Context: an optimization exercise on an open-source flow, tuned for small area. The choices shown serve that exercise and are no tape-out recipe. In this exercise RTL edits were held to simulation tests only and were not proved equivalent to the original. Power and IR drop assume default switching activity.

== run A ==
// vga_text_top
module vga_text_top(
    input wire clk,
    input wire rst,
    output wire [2:0] vga_rgb,
    output wire vga_hs_l,
    output wire vga_vs_l,
    output wire [17:0] addr,
    output wire oe_l,
    output wire we_l,
    input wire [15:0] data1,
    output wire ce1_l,
    output wire ub1_l,
    output wire lb1_l,
    input wire [15:0] data2,
    output wire ce2_l,
    output wire ub2_l,
    output wire lb2_l
);
export LEC_CHECK = 0
export ABC_AREA = 1
export CAP_MARGIN = 10
export CELL_PAD_IN_SITES_DETAIL_PLACEMENT = 1
export CELL_PAD_IN_SITES_GLOBAL_PLACEMENT = 2
export CORE_MARGIN = 5
export CORE_UTILIZATION = 40
export GPL_TIMING_DRIVEN = 0
export SLEW_MARGIN = 10
create_clock -name core_clock -period 20.0 [get_ports {clk}]
standard.sh (not shown) runs the stock make flow with config.mk's settings and CLKGATE_MAP_FILE= SYNTH_SCRIPT=/design/flow/synth_recipe.tcl, a recipe that flattens the netlist after the stock synthesis.
==> flow/flow/run.sh <==
#!/bin/bash
# Layout with the standard ORFS flow (standard.sh), with these changes:
#  - synthesis maps the logic with an area-oriented ABC script (flow/abc_area_only.script:
#    &nf with the delay target relaxed) in place of ORFS's abc_area.script, whose
#    delay-driven mapping and upsizing add area this design has no use for at a
#    20 ns period; ABC may not use
#    sky130_fd_sc_hd__a2111oi_0, whose pins the detailed router reaches badly;
#  - synthesis leaves the adder extraction (ADDER_MAP_FILE) and the pass-through
#    buffers (SYNTH_INSBUF) out; the registers are the standard synthesis's;
#  - the port buffers are sky130_fd_sc_hd__buf_1 cells;
#  - the constant outputs share their tie cells (no repair_tie_fanout);
#  - clock tree synthesis uses sky130_fd_sc_hd__clkbuf_8 and no dummy loads;
#  - if detailed routing ends with violations, routing is run again with
#    another router seed.
# Everything else (floorplan, power grid, tap cells, placement, CTS, routing) is
# the standard flow. Each step's full output is in the log named after it here
# (synth.log, layout.log, layout_retry*.log); ORFS's per-step logs are under orfs/logs.
set -euo pipefail
W=$(pwd)

# Standard synthesis script, with yosys's abc pass given the area-only script.
{
  cat <<'TCL'
proc abc {args} {
  set i [lsearch -exact $args -script]
  if {$i >= 0} { lset args [expr {$i + 1}] $::env(AREA_ABC_SCRIPT) }
  lappend args -dont_use sky130_fd_sc_hd__a2111oi_0
  yosys abc {*}$args
}
TCL
  cat synth_recipe.tcl
} > synth_area.tcl
export AREA_ABC_SCRIPT=$W/flow/abc_area_only.script

ARGS=(
  "SYNTH_SCRIPT=$W/synth_area.tcl"
  "ADDER_MAP_FILE="
  "SYNTH_INSBUF=0"
  "BUFFER_PORTS_ARGS=-buffer_cell sky130_fd_sc_hd__buf_1"
  "SKIP_REPAIR_TIE_FANOUT=1"
  "CTS_ARGS=-sink_clustering_enable -repair_clock_nets -dont_use_dummy_load -buf_list sky130_fd_sc_hd__clkbuf_8"
)
DRC=orfs/reports/sky130hd/vga_text_top/base/5_route_drc.rpt

bash standard.sh synth "${ARGS[@]}" > synth.log 2>&1
set +e
bash standard.sh finish "${ARGS[@]}" > layout.log 2>&1
status=$?
set -e
for seed in 17 29; do
  if [[ $status -eq 0 && -f out/final.def && ! -s $DRC ]]; then break; fi
  rm -f out/final.def
  bash standard.sh clean_route clean_finish "${ARGS[@]}" > "layout_clean_$seed.log" 2>&1
  set +e
  bash standard.sh finish "${ARGS[@]}" "OR_SEED=$seed" > "layout_retry_$seed.log" 2>&1
  status=$?
  set -e
done
exit $status
==> flow/flow/abc_area_only.script <==
strash
&get -n
&dch -f
&nf -R 1000 -F 8 -A 4 -p -C 32 -E 50
&put
topo
### run A -> run B
-- flow/flow/run.sh --
<<< run A, line 3
#  - synthesis maps the logic with an area-oriented ABC script (flow/abc_area_only.script:
#    &nf with the delay target relaxed) in place of ORFS's abc_area.script, whose
#    delay-driven mapping and upsizing add area this design has no use for at a
#    20 ns period; ABC may not use
>>> run B, line 3
#  - synthesis maps the logic with an area-only ABC script (flow/abc_area_only.script)
#    in place of ORFS's abc_area.script, whose delay-driven mapping and upsizing
#    add area this design has no use for at a 20 ns period; ABC may not use
==> flow/flow/abc_area_only.script <==
strash
dch -f
amap -F 3 -A 10 -C 2000
topo
-- flow/config.mk --
<<< run A, line 9
export CAP_MARGIN = 10
>>> run B, line 9
export CAP_MARGIN = 20
<<< run A, line 12
export CORE_MARGIN = 5
>>> run B, line 12
export CORE_MARGIN = 2
<<< run A, line 15
export SLEW_MARGIN = 10
>>> run B, line 15
export SLEW_MARGIN = 20
## What came out
dfrtp_1 as the slowest cell on the critical path was reported by run A, and o221ai_1 by run B.
met2 track utilization from global routing on run B is up relative to run A.
Delta (run B minus run A): maximum frequency lower, number of standard cells after synthesis now larger, final area +about 1.4%, flip-flop and latch count closely matched the old numbers, share of post-route cells with drive strength above 1 went down 0.35 points.
From run A to run B the numbers moved as follows: setup skew after layout did not really move; met3 wirelength from detailed routing went up; number of nets in the synthesized netlist went up.
### run B -> run C
-- flow/flow/run.sh --
<<< run B, line 3
#  - synthesis maps the logic with an area-only ABC script (flow/abc_area_only.script)
#    in place of ORFS's abc_area.script, whose delay-driven mapping and upsizing
#    add area this design has no use for at a 20 ns period; ABC may not use
>>> run C, line 3
#  - synthesis maps the logic with an area-oriented ABC script (flow/abc_area_only.script:
#    &nf with the delay target relaxed) in place of ORFS's abc_area.script, whose
#    delay-driven mapping and upsizing add area this design has no use for at a
#    20 ns period; ABC may not use
==> flow/flow/abc_area_only.script <==
strash
&get -n
&dch -f
&nf -R 1000 -F 8 -A 4 -p -C 32 -E 50
&put
topo
-- flow/config.mk --
<<< run B, line 9
export CAP_MARGIN = 20
>>> run C, line 9
export CAP_MARGIN = 10
<<< run B, line 11
export CELL_PAD_IN_SITES_GLOBAL_PLACEMENT = 2
export CORE_MARGIN = 2
export CORE_UTILIZATION = 40
>>> run C, line 11
export CELL_PAD_IN_SITES_GLOBAL_PLACEMENT = 1
export CORE_MARGIN = 8
export CORE_UTILIZATION = 45
<<< run B, line 15
export SLEW_MARGIN = 20
>>> run C, line 15
export SLEW_MARGIN = 10
Findings:
Run C vs run B — share of the final layout cell area in multi-input gates rose 5.7 points. Power of the clock network went down by a few percent going from run B to run C. [compare] base=run B new=run C: worst hold slack now larger; depth of the worst register-to-register path now smaller; depth of the worst hold-timing path now larger. Going from run B to run C, sequential share of layout area went up by 1.0 points; area after synthesis moved down. The overall via count from detail_route in run C sits about 2.4% below the value recorded for run B.
Input-level comparison between run D and run C:
-- flow/config.mk --
<<< run C, line 9
export CAP_MARGIN = 10
>>> run D, line 9
export CAP_MARGIN = 20
<<< run C, line 12
export CORE_MARGIN = 8
export CORE_UTILIZATION = 45
>>> run D, line 12
export CORE_MARGIN = 5
export CORE_UTILIZATION = 50
<<< run C, line 15
export SLEW_MARGIN = 10
>>> run D, line 15
export SLEW_MARGIN = 20
Findings:
- As of run D, cell area after layout had risen slightly compared to run C.
- Largest net degree at the start of global routing delta for run D relative to run C: about 9% lower
- Per the comparison of run D with run C, combinational group share of total power ~0 delta, number of clock buffers in the layout ~0 delta, number of standard cells in the final layout excluding fillers ~0 delta, sequential fraction of design power -1.5 points.
- The final reports for run D and run C show net total in the final layout higher in the former.

==> what the ideal ports hide <==
Ports are ideal in the flow. The routed layouts listed here were re-timed in OpenROAD. Step 1 (the two cells are an assumption about what drives the block):
set clk [get_ports {clk}]
set_driving_cell -lib_cell sky130_fd_sc_hd__clkbuf_16 $clk
set_driving_cell -lib_cell sky130_fd_sc_hd__buf_2 [delete_from_list [all_inputs] $clk]
Step 2 also shifts input and output timing later by t, the mid clock arrival at the registers, as if the neighbouring blocks saw the same clock. Slacks: ideal / step 1 / step 2; pairs: ideal / step 1.
run	t, ns	setup WS [ns]	latest minus earliest clock arrival (ns)	worst data-port slew with drivers (ns)
run A	0.321	7.834 / 7.807 / 8.128	0.018 / 0.017	0.04
run B	0.338	6.298 / 6.267 / 6.605	0.014 / 0.015	0.04
run C	0.331	7.988 / 7.956 / 8.287	0.025 / 0.025	0.04
run D	0.335	7.708 / 7.679 / 8.014	0.005 / 0.006	0.05
After both steps setup and hold are still met in every run listed.
